Background: an optimization exercise with open tools, aiming at small area, a short achievable clock period and few clock cycles. Do not read the settings as production practice. Only simulation tests tie the RTL to the original design; equivalence was not proved.

<file path="flow/config.mk">
export PLATFORM = sky130hd
export DESIGN_NAME = MAU
export DESIGN_NICKNAME = MAU
export VERILOG_FILES = /design/flow/design.v
export SDC_FILE = /design/flow/constraint.sdc
export NUM_CORES = 4
export LEC_CHECK = 0
export CAP_MARGIN = 20
export CORE_MARGIN = 2
export CORE_UTILIZATION = 40
export SLEW_MARGIN = 20
</file>
<file path="flow/constraint.sdc">
create_clock -name core_clock -period 10.0 [get_ports {clk}]
set_input_delay 2.0000 -clock core_clock [delete_from_list [all_inputs] [get_ports {clk}]]
set_output_delay 2.0000 -clock core_clock [all_outputs]
set_load 0.01 [all_outputs]
</file>
<file path="flow/design.v">
module FP_Input_Pipe (output logic [17:0] mantissa,
					output logic [4:0] exponent,
					output logic sign,
					input logic [15:0] FP16);
	always_comb
	begin
		mantissa = {(|FP16[14:10]), FP16[9:0], 7'd0};
		exponent = FP16[14:10];
		sign = FP16[15];
	end
endmodule
module FP_Output_Pipe (output logic [15:0] FP16,
					input logic [17:0] mantissa,
					input logic [4:0] exponent,
					input logic sign);
	logic [10:0] rounded_mantissa;
	logic round_up, overflow;
	always_comb
	begin
		round_up = mantissa[6];  
		rounded_mantissa = mantissa[16:7] + (round_up ? 10'd1 : '0);
		overflow = rounded_mantissa[10];
		FP16[15] = sign;
		FP16[14:10] = exponent + ((overflow && ~&exponent) ? 5'd1 : '0);
		FP16[9:0] = rounded_mantissa[9:0];
	end
endmodule
module IM_LZC18 (output logic [4:0] lz,
				input logic [17:0] number);
	always_comb
	begin
		lz = 5'd18;
		for (int i = 0; i < 18; i++)
			if (number[i]) lz = 5'(17 - i);
	end
endmodule
module MULT11 (dout, a, b);
	output [21:0] dout;
	input [10:0] a;
	input [10:0] b;
	assign dout = a * b;
endmodule
module MAU_Multiplier (output logic [17:0] c_mantissa,
					output logic [4:0] c_exponent,
					output logic c_sign,
					input logic [15:0] a, b);
	logic [21:0] mult_output;
	logic [5:0] initial_exp;
	MULT11 mult0 (
        .dout(mult_output),
        .a({(|a[14:10]), a[9:0]}),
        .b({(|b[14:10]), b[9:0]})
    );
	always_comb
	begin
		initial_exp = a[14:10] + b[14:10];
		c_mantissa = mult_output[21:4];
		c_exponent = (initial_exp < 6'd14) ? 5'd0 : ((initial_exp >= 6'd46) ? 5'd31 : 5'(initial_exp - 6'd14));
		c_sign = a[15] ^ b[15];
	end
endmodule
module MAU_Adder (output logic [17:0] c_mantissa,
				output logic [4:0] c_exponent,
				output logic c_sign,
				input logic [17:0] a_mantissa, b_mantissa,
				input logic [4:0] a_exponent, b_exponent,
				input logic a_sign, b_sign);
	logic a_large;
	logic [17:0] large_m, small_m, value, sum;
	logic [4:0] large_e, diff, lz, sh;
	logic large_s, small_s, ovf;
	logic [18:0] sum_internal;
	IM_LZC18 lzc0 (
		.lz(lz),
		.number(sum)
	);
	always_comb
	begin
		a_large = a_exponent > b_exponent;
		large_m = a_large ? a_mantissa : b_mantissa;
		small_m = a_large ? b_mantissa : a_mantissa;
		large_e = a_large ? a_exponent : b_exponent;
		large_s = a_large ? a_sign : b_sign;
		small_s = a_large ? b_sign : a_sign;
		diff = a_large ? (a_exponent - b_exponent) : (b_exponent - a_exponent);
		value = small_m >> diff;
		if (large_s ^ small_s)
			if (large_m > value)
			begin
				sum_internal = large_m - value;
				c_sign = large_s;
			end
			else
			begin
				sum_internal = value - large_m;
				c_sign = small_s;
			end
		else
		begin
			sum_internal = large_m + value;
			c_sign = large_s;
		end
		ovf = sum_internal[18];
		sum = ovf ? sum_internal[18:1] : sum_internal[17:0];
		sh = (large_e > lz) ? lz : large_e;
		c_mantissa = sum << sh;
		c_exponent = large_e - sh + {4'd0, ovf};
	end
endmodule
module MAU (output logic busy,
			output logic [15:0] dbs_output, dbi_output,
			input logic [15:0] data_bus_supr, data_bus_infr,
			input logic [15:0] matRAM,
			input logic start, mode, clk, reset, add_mode);
	logic [2:0] step;
	logic [15:0] hold_i, hold_s, mult_a;
	logic [17:0] p_m, q_m, r_m, mult_m, add_m, add_a_m;
	logic [4:0] p_e, q_e, r_e, mult_e, add_e, add_a_e;
	logic p_s, q_s, r_s, mult_s, add_s, add_a_s;
	logic reuse;
	assign reuse = mode && ~add_mode;
	always_comb
	begin
		mult_a = data_bus_supr;
		if (step == 3'd2 || step == 3'd5) mult_a = hold_i;
		else if (step == 3'd4 && reuse) mult_a = hold_s;
	end
	MAU_Multiplier m_mult0 (
		.c_mantissa(mult_m),
		.c_exponent(mult_e),
		.c_sign(mult_s),
		.a(mult_a),
		.b(matRAM)
	);
	assign add_a_m = (step == 3'd6) ? q_m : r_m;
	assign add_a_e = (step == 3'd6) ? q_e : r_e;
	assign add_a_s = (step == 3'd6) ? q_s : r_s;
	MAU_Adder m_add0 (
		.c_mantissa(add_m),
		.c_exponent(add_e),
		.c_sign(add_s),
		.a_mantissa(add_a_m),
		.b_mantissa(p_m),
		.a_exponent(add_a_e),
		.b_exponent(p_e),
		.a_sign(add_a_s),
		.b_sign(p_s)
	);
	FP_Output_Pipe out0 (
		.FP16(dbs_output),
		.mantissa(r_m),
		.exponent(r_e),
		.sign(r_s)
	);
	FP_Output_Pipe out1 (
		.FP16(dbi_output),
		.mantissa(q_m),
		.exponent(q_e),
		.sign(q_s)
	);
	assign busy = (step != 3'd0);
	always_ff @ (posedge clk, posedge reset)
	begin
		if (reset)
			step <= 3'd0;
		else if (step == 3'd0)
		begin
			if (start) step <= 3'd1;
		end
		else if ((step == 3'd6 && mode) || step == 3'd7)
			step <= 3'd0;
		else
			step <= step + 3'd1;
	end
	always_ff @ (posedge clk)
	begin
		case (step)
			3'd1 : begin
				hold_i <= data_bus_infr;
				hold_s <= data_bus_supr;
			end
			3'd4 : if (~reuse) hold_i <= data_bus_infr;
			default : ;
		endcase
		if (step == 3'd1 || step == 3'd2 || step == 3'd4 || step == 3'd5)
			{p_m, p_e, p_s} <= {mult_m, mult_e, mult_s};
		else if (step == 3'd6 && ~mode)
			{p_m, p_e, p_s} <= {add_m, add_e, add_s};
		if (step == 3'd2)
			{r_m, r_e, r_s} <= {p_m, p_e, p_s};
		else if (step == 3'd3 || step == 3'd7)
			{r_m, r_e, r_s} <= {add_m, add_e, add_s};
		if (step == 3'd5)
			{q_m, q_e, q_s} <= {p_m, p_e, p_s};
		else if (step == 3'd6 && mode)
			{q_m, q_e, q_s} <= {add_m, add_e, add_s};
	end
endmodule
</file>
<file path="flow/run.sh">
#!/bin/bash
# synth_recipe.tcl (not shown) runs the flow's synth.tcl, then flattens the netlist and writes it again
# the make line also repeats each setting of config.mk as NAME=value (left out here)
make -C /OpenROAD-flow-scripts/flow DESIGN_CONFIG=/design/flow/config.mk WORK_HOME=/design/flow/orfs CLKGATE_MAP_FILE= SYNTH_SCRIPT=/design/flow/synth_recipe.tcl finish
</file>
==> results.yml <==
floorplanning:
  core_area_sq_um: 39500
  die_area_sq_um: 41500
  initial_core_util_pct: 40.4
  die_h_um: 204
  ios: 86
  num_rows: 73
  die_w_um: 204
global_routing:
  grtUsageMet1_pct: 34.9
  busiest_layer: "met2"
  grt_usage_pct: 26.1
  grt_max_degree: 40
  grt_pass1_wl_mm: 84.7
  gr-total-overflow: 0
  met2_usage_pct: 42.9
  grt_pass1_vias: 15349
  grt_util_met3_pct: 3.72
  grt_antenna_before_repair: 1
finish:
  multiInputGateArea_sq_um: 12500
  fillerInstances: 3698
  nets: 2529
  most-common-layout-cells: "buf_4, nand2_1, inv_1"
  drive_gt1_share_pct: 21.5
  syn_to_final_growth_pct: 28.7
  final_common_cell: "buf_4"
  final-seq-area_sq_um: 3200
  design_area_sq_um: 20500
cts:
  hold_buffers: 0
  cts_num_sinks: 107
  numCtsBuffers: 9
  htreeDepth: 3
  cts_root_buf: "clkbuf_16"
  clk-insertion-delay-late_ns: 0.38
  clk_pin_slew_ns: 0.08
  clock_path_buffers: 2
  cts_tree: "done"
detailed_routing:
  drtIter0Drc: 1057
  drtPass1Iterations: 6
  viasPerCell: 5.67
  avgRoutedWirePerCell_um: 19.9
  via_count: 15701
  postRouteAntennaNets: 0
  totalWireLength_mm: 55.1
  drc: 0
critical_path:
  critical-path-max-stage-delay_ns: 0.52
  worst_ep_arrival_time_ns: 10.38
  crit_type: "reg -> reg"
  crit_family: "compound AO/OA/AOI/OAI gates"
  critPathSlowestCell: "or4b_4"
  reg2reg_to: "p_e[4]$_DFFE_PP_"
  crit_path_frequent_cell: "ha_4"
  worstSetupEndpointType: "flip-flop"
  required_ns: 10.22
  cp_num_buf_inv: 10
  ff2ff_path_depth: 54
  ff2ff_setup_slack_ns: -0.16
  r2r-start: "step[1]$_DFFE_PP0P_"
  critPathLaunchType: "flip-flop"
  crit_path_max_fanout: 5
sta:
  setup_viol: 23
  finalCritPeriodShare_pct: 102
  rsz0062_at_grt: "yes"
  layout_min_cycle_time_ns: 10.16
  hold_slack_ns: 0.614
  slew_headroom_pct: 41.4
  tightestPinTransition_ns: 0.877
  clock-skew-final_ns: 0.0200
  finalHoldViolCount: 0
  fmax_mhz: 98.4
  slew_viol_final: 0
  fin_ws_ns: -0.162
yosys:
  synth_area_per_cell_sq_um: 8.20
  ys_seq_area_share_pct: 20.0
  yosysTopAreaCell: "edfxtp_1"
  synth_top_area_share_pct: 19.6
  synth_area_sq_um: 16000
  synth.distinct_cells: 89
  synthArstFlopShare_pct: 2.80
  synth_edf_count: 104
  synth_nets: 2239
  syn-instance-count: 1946
  ys_top_cells_by_area: "edfxtp_1, ha_1, fa_1"
  ys_warn_count: 5
  synth-seq-cells: 107
  ys.flop_type: "edfxtp_1"
min_path:
  holdCritPathClass: "reg -> reg"
  worstHoldPathCells: 2
  hp-start: "step[0]$_DFFE_PP0P_"
  hold_end: "step[0]$_DFFE_PP0P_"
place:
  dpl-instance-area_sq_um: 19200
  routabilityCongestion: 1.02
  portBuffers: 85
  dp_hpwl_mm: 44.3
run:
  cap_violations: 0
run_status:
  violations: "negative setup slack"
  outcome: "finished with violations"
==> timing repair <==
action,in CTS,in global routing
gates cloned,1,0
pin swaps,21,41
setup buffers,14,23
gates resized for setup,42,114
setup endpoints to repair,54,64
==> cell usage after synthesis (17+ instances only) <==
cell      instances
a21oi_1         133
a21o_1           32
inv_1           181
nor3_1           38
xor2_1           24
ha_1            153
clkbuf_1         74
fa_1             87
nand3_1          55
o21ai_0          97
edfxtp_1        104
o211ai_1         22
a211oi_1         17
and2_1           58
a31oi_1          17
nor2_1          139
and3_1           17
xnor2_1          43
nand2_1         237
mux2i_1         105
==> worst max-delay path by stage <==
stage	startpoint	endpoint	slack (ns)	cells past startpoint
detailed placement	step[1]$_DFFE_PP0P_	q_m[7]$_DFFE_PP_	-0.38	47
CTS	step[1]$_DFFE_PP0P_	p_e[4]$_DFFE_PP_	0.003	49
global placement	step[0]$_DFFE_PP0P_	q_m[7]$_DFFE_PP_	-0.22	49
global route	step[1]$_DFFE_PP0P_	p_e[4]$_DFFE_PP_	-0.56	55
finish	step[1]$_DFFE_PP0P_	p_e[4]$_DFFE_PP_	-0.16	54
floorplan	step[0]$_DFFE_PP0P_	p_e[4]$_DFFE_PP_	0.02	50
==> registers in the layout, summed over array words and instances, names as in the netlist, 3 cells and up <==
signal and cells:
hold_i 16, r_m 18, p_m 18, step 3, r_e 5, q_e 5, p_e 5, hold_s 16
q_m 18
==> worst min-delay path: cells and delay by family (launching register included) <==
kind | cells | cell delay (ns)
AOI/OAI and AO/OA | 1 | 0.08
buffers and inverters | 1 | 0.13
DFF | 1 | 0.36
==> per-layer routing <==
| layer | vias up | part of all wire [%] |
|---|---|---|
| li1 | 7446 | - |
| met1 | 7556 | 44 |
| met2 | 590 | 46 |
| met3 | 109 | 6.0 |
| met4 | 0 | 4.2 |
| met5 | - | 0 |
==> logic make-up (layout without fill, tap and decap cells) <==
| kind of cell | Yosys count | count (layout) | synth area share, % |
|---|---|---|---|
| DFF | 107 | 107 | 20.0 |
| adders and majority gates | 241 | 241 | 23.0 |
| other | 0 | 1 | 0 |
| AOI/OAI and AO/OA | 482 | 482 | 19.9 |
| and+or+nand+nor | 648 | 648 | 19.1 |
| buffers and inverters | 288 | 583 | 7.06 |
| muxes | 111 | 111 | 7.01 |
| xor gates and xnor gates | 69 | 69 | 3.88 |
==> area by class of cell <==
type / instances / area share [%]
Multi-Input combinational cell: 1551 / 60.8
Sequential cell: 107 / 15.6
Timing Repair Buffer: 384 / 15.6
Inverter: 183 / 3.37
Tap cell: 525 / 3.20
Clock buffer: 9 / 1.10
Clock inverter: 7 / 0.433
Antenna cell: 1 / 0.0122
==> metrics by stage <==
| step | setup TNS [ns] | util, % | instances | setup WS, ns |
|---|---|---|---|---|
| detailed placement | -7.20 | 48.6 | 2713 | -0.382 |
| CTS | 0 | 50.2 | 2744 | 0.00253 |
| global route | -19.32 | 51.9 | 2766 | -0.559 |
| global placement | -1.56 | 48.6 | 2713 | -0.218 |
| finish | -1.67 | 51.9 | 2767 | -0.162 |
| floorplan | 0 | - | 1946 | 0.0191 |
Testbench counts, summed over its fixed seeds: cycles 24,000.

afterwards: timing with drivers on the ports:
No port has a modelled driver above. Below, the same layout with a new extraction and two added sets of constraints. Step 1 assumes that a clkbuf_16 drives the clock port and a buf_2 every other input. Step 2 also shifts input and output timing later by t, the mid clock arrival at the registers, as if the neighbouring blocks saw the same clock. Three values: ideal, step 1, step 2; two values: the first two.
t, ns: 0.417
slack for setup (ns): -0.162 / -0.162 / -0.162
worst register clock-pin slew, ns: 0.10 / 0.10
worst slew at a driven data input, ns: 0.04
For this run, drivers alone change the setup slack by 0.000 ns; drivers and shift together by 0.000 ns.
